This design comes from an exercise in tuning for small area on the open sky130 flow, not from production work. Only simulation tests tie the RTL to the original design; equivalence was not proved.

==> run Y: inputs <==
==> flow/design.v <==
module example(input wire clk,output reg a,output tog,input fl,input start,input reset ,input B0,input B9,input B1,input B2,input B3,input B4,input B5,input B6,input B7,input B8,output leda,output ledb,output ledc,output ledd,output lede,output ledf,output ledg);
reg [9:0] number;
reg [7:0] delay1 ;
reg [5:0] tmp_hour, tmp_minute, tmp_second,counter; 
reg [5:0] f_hour, f_minute, f_second; 
reg [5:0] c_hour, c_minute, c_second; 
 reg [3:0] c_hour1,a_hour1; 
 reg [3:0] c_hour0,a_hour0;
 reg [3:0] c_min1,a_min1;
 reg [3:0] c_min0,a_min0;
 reg [3:0] c_sec1,a_sec1;
 reg [3:0] c_sec0,a_sec0;
reg [6:0] seg_data;
assign tog=1'b0;
assign leda=1'b0;
assign ledb=1'b0;
assign ledc=1'b0;
assign ledd=1'b0;
assign lede=1'b0;
assign ledf=1'b0;
assign ledg=1'b0;
reg [3:0] cten,cunit;
reg  [5:0] tempdata;
integer take;
integer set;
integer count;
integer onetime;
integer datataken;
integer index;
integer finished;
always@(posedge clk) begin
if(reset==1)
begin
a=1'b0;
number=10'd0;
delay1=8'd0;
finished=0;
c_second=6'd0;
c_minute=6'd0;
c_hour=6'd0;
cunit=4'd0;
cten=4'd0;
take=0;
count=0;
tempdata=6'd0;
tmp_hour=6'd0;
tmp_minute=6'd0;
tmp_second=6'd0;
f_hour=6'd0;
f_minute=6'd0;
f_second=6'd0;
counter=6'd0;
end
else
begin
if(fl==1 && start==0)
begin
f_hour=5'd0;
 f_minute=5'd0;
  f_second=5'd0;
number[0]=B0;
number[1]=B1;
number[2]=B2;
number[3]=B3;
number[4]=B4;
number[5]=B5;
number[6]=B6;
number[7]=B7;
number[8]=B8;
number[9]=B9;
delay1=delay1+1;
if(delay1==8'd27)
begin
if(number==10'b0000000001)
begin
tempdata=5'd0;
  take=1;
end
if(number==10'b0000000010)
begin
tempdata=6'd1;
  take=1;
end
if(number==10'b0000000100)
begin
tempdata=6'd2;
  take=1;
end
if(number==10'b0000001000)
begin
tempdata=6'd3;
  take=1;
end
if(number==10'b0000010000)
begin
tempdata=6'd4;
  take=1;
end
if(number==10'b0000100000)
begin
tempdata=6'd5;
  take=1;
end
if(number==10'b0001000000)
begin
tempdata=6'd6;
  take=1;
  take=1;
end
if(number==10'b0010000000)
begin
tempdata=6'd7;
  take=1;
end
if(number==10'b0100000000)
begin
tempdata=6'd8;
  take=1;
end
if(number==10'b1000000000)
begin
tempdata=6'd9;
  take=1;
end
if(count==0 && take==1)
begin
a=!a;
  tmp_hour=tempdata;
   take=0;
count=1;
 tempdata=6'd0;
end
if(count==1 && take==1)
begin
a=!a;
  tmp_hour=tmp_hour*6'd10+tempdata;
 take=0;
 count=2;
  tempdata=6'd0;
end
if(count==2 && take==1)
begin
a=!a;
  tmp_minute=tempdata;
   take=0;
count=3;
 tempdata=6'd0;
end
if(count==3 && take==1)
begin
a=!a;
  tmp_minute=tmp_minute*6'd10+tempdata;
 take=0;
 count=4;
  tempdata=6'd0;
end
if(count==4 && take==1)
begin
a=!a;
  tmp_second=tempdata;
   take=0;
count=5;
 tempdata=6'd0;
end
if(count==5 && take==1)
begin
a=!a;
  tmp_second=tmp_second*6'd10+tempdata;
 take=0;
 count=6;
 tempdata=6'd0;
datataken=1;
end  
delay1=0;
end
end
if(start==1 && fl==0)
begin
delay1=delay1+1;
if(delay1==8'd40)
begin
c_second=tmp_second-f_second;
c_minute=tmp_minute-f_minute;
c_hour=tmp_hour-f_hour;
if(c_second==6'd0 && c_minute==6'd0 && c_hour==6'd0)
  begin
  a=!a;
  finished=1;
  end
f_second = f_second + 1;
 if(f_second >=59) begin 
 f_second = 0;
 f_minute=f_minute+1;
  if(f_minute>=59) 
 begin
 f_minute=0;
 f_hour=f_hour+1;
 end
 end
 delay1=0;
end
end
end
end
endmodule
==> flow/run.sh <==
#!/bin/bash
# synth_recipe.tcl (not shown) runs the flow's synth.tcl, then flattens the netlist and writes it again
# the make line also repeats each setting of config.mk as NAME=value (left out here)
make -C /OpenROAD-flow-scripts/flow DESIGN_CONFIG=/design/flow/config.mk WORK_HOME=/design/flow/orfs CLKGATE_MAP_FILE= SYNTH_SCRIPT=/design/flow/synth_recipe.tcl finish
==> flow/config.mk <==
export PLATFORM = sky130hd
export DESIGN_NAME = example
export DESIGN_NICKNAME = example
export VERILOG_FILES = /design/flow/design.v
export SDC_FILE = /design/flow/constraint.sdc
export NUM_CORES = 4
export LEC_CHECK = 0
export CAP_MARGIN = 20
export CORE_MARGIN = 2
export CORE_UTILIZATION = 40
export SLEW_MARGIN = 20
==> flow/constraint.sdc <==
create_clock -name core_clock -period 10.0 [get_ports {clk}]
set_input_delay 2.0000 -clock core_clock [delete_from_list [all_inputs] [get_ports {clk}]]
set_output_delay 2.0000 -clock core_clock [all_outputs]
set_load 0.01 [all_outputs]
==> run H: changes against run Y <==
==> flow/design.v, changed modules only <==
module example(input wire clk,output reg a,output tog,input fl,input start,input reset ,input B0,input B9,input B1,input B2,input B3,input B4,input B5,input B6,input B7,input B8,output leda,output ledb,output ledc,output ledd,output lede,output ledf,output ledg);
assign tog=1'b0;
assign leda=1'b0;
assign ledb=1'b0;
assign ledc=1'b0;
assign ledd=1'b0;
assign lede=1'b0;
assign ledf=1'b0;
assign ledg=1'b0;
reg [7:0] delay1;                              
reg [2:0] count;                               
reg [5:0] tmp_hour, tmp_minute, tmp_second;    
reg [5:0] f_hour, f_minute, f_second;          
wire entry = fl & ~start;
wire cnt   = start & ~fl;
wire run   = fl ^ start;
wire hi0    = ~(delay1[7] | delay1[6]);
wire tick_e = entry & hi0 & (delay1[5:0] == 6'd26);
wire tick_c = cnt   & hi0 & (delay1[5:0] == 6'd39);
wire       clr_d = reset | tick_e | tick_c;
wire [7:0] d_inc = delay1 + {7'd0, run};
always @(posedge clk) delay1 <= clr_d ? 8'd0 : d_inc;
wire p01 = B0 | B1, p23 = B2 | B3, p45 = B4 | B5, p67 = B6 | B7, p89 = B8 | B9;
wire x01 = B0 ^ B1, x23 = B2 ^ B3, x45 = B4 ^ B5, x67 = B6 ^ B7, x89 = B8 ^ B9;
wire m01 = B0 & B1, m23 = B2 & B3, m45 = B4 & B5, m67 = B6 & B7, m89 = B8 & B9;
wire dbl = m01 | m23 | m45 | m67 | m89;
wire lo_any = p01 | p23, lo_two = p01 & p23;
wire mid_any = p45 | p67, mid_two = p45 & p67;
wire cnt4_any = lo_any | mid_any, cnt4_two = lo_two | mid_two | (lo_any & mid_any);
wire one = ~dbl & ~cnt4_two & (cnt4_any ^ p89);
wire [3:0] d;
assign d[0] = B1 | B3 | B5 | B7 | B9;
assign d[1] = p23 | p67;
assign d[2] = p45 | p67;
assign d[3] = p89;
wire accept = tick_e & one & ~(count[2] & count[1]);
always @(posedge clk)
  if (reset) count <= 3'd0;
  else if (accept) count <= count + 3'd1;
wire [3:0] cur = ({4{~count[2] & ~count[1]}} & tmp_hour[3:0]) | ({4{~count[2]}} & tmp_minute[3:0]) | tmp_second[3:0];
wire [5:0] nv  = {cur[2:0],3'b000} + {1'b0,cur,1'b0} + {2'b00,d};
wire [5:0] nvz = nv & {6{~reset}};
wire ld_h = reset | (accept & ~count[2] & ~count[1]);
wire ld_m = reset | (accept & count[1]);
wire ld_s = reset | (accept & count[2]);
always @(posedge clk) begin
  if (ld_h) tmp_hour   <= nvz;
  if (ld_m) tmp_minute <= nvz;
  if (ld_s) tmp_second <= nvz;
end
wire match  = (f_second == tmp_second) & (f_minute == tmp_minute) & (f_hour == tmp_hour);
wire s_wrap = (f_second == 6'd58);
wire m_wrap = (f_minute == 6'd58);
always @(posedge clk)
  a <= ~reset & (a ^ (accept | (tick_c & match)));
wire clr_f = reset | entry;
wire [5:0] s_inc = f_second + {5'd0, tick_c};
wire       cs    = tick_c & s_wrap;
wire [5:0] m_inc = f_minute + {5'd0, cs};
wire       cm    = cs & m_wrap;
wire [5:0] h_inc = f_hour + {5'd0, cm};
always @(posedge clk) begin
  f_second <= (clr_f | cs) ? 6'd0 : s_inc;
  f_minute <= (clr_f | cm) ? 6'd0 : m_inc;
  f_hour   <= clr_f ? 6'd0 : h_inc;
end
endmodule
==> out/qor.yml <==
sta:
  relSlewSlack_pct: 25.32
clock_tree:
  clock-sinks: 115
  clock_latency_ns: 0.43
outcome:
  outcome: "finished clean"
floorplanning:
  num_rows: 49
power_and_ir_drop:
  seqPwrFrac_pct: 42.6
  p_comb_w: 0.0000415
[end of results for run Y]
==> out/qor.yml <==
clock_tree:
  clock_latency_ns: 0.30
  clock-sinks: 48
floorplanning:
  initial_core_util_pct: 40.66
  num_rows: 29
power_and_ir_drop:
  seqPwrFrac_pct: 50.3
  p_comb_w: 0.0000547
synth:
  synth-compound-area-share_pct: 8.480
outcome:
  outcome: "finished clean"
layout:
  nNetsFinal: 296
setup_path:
  cp_slowest_cell: "or4_4"
routing:
  wl_met2_um: 2276
[end of results for run H]

-- static timing again, ports no longer ideal --
No port has a modelled driver above. Below, the same layouts with a new extraction and two added sets of constraints.
Step 1: set_driving_cell puts a clkbuf_16 on clk and a buf_2 on each other input, an assumption about the parent block.
Step 2 adds t to the input delays and takes it off the output delays; t is the mean of the earliest and latest rising clock arrival at the registers after step 1. Input paths then give back, and output paths get back, about the clock's delay inside the block.
Three values: no drivers, after step 1, after step 2; two values: the first two.
run	t (ns)	slack for setup (ns)	worst setup path after step 2	slew at the worst register clock pin (ns)
run Y	0.467	1.946 / 1.968 / 1.501	input to register	0.07 / 0.07
run H	0.326	5.404 / 5.412 / 5.086	input to register	0.09 / 0.09
After both steps setup and hold are still met in every run listed. For run Y, which loses most, drivers alone change the setup slack by +0.022 ns; drivers and shift together by -0.445 ns.
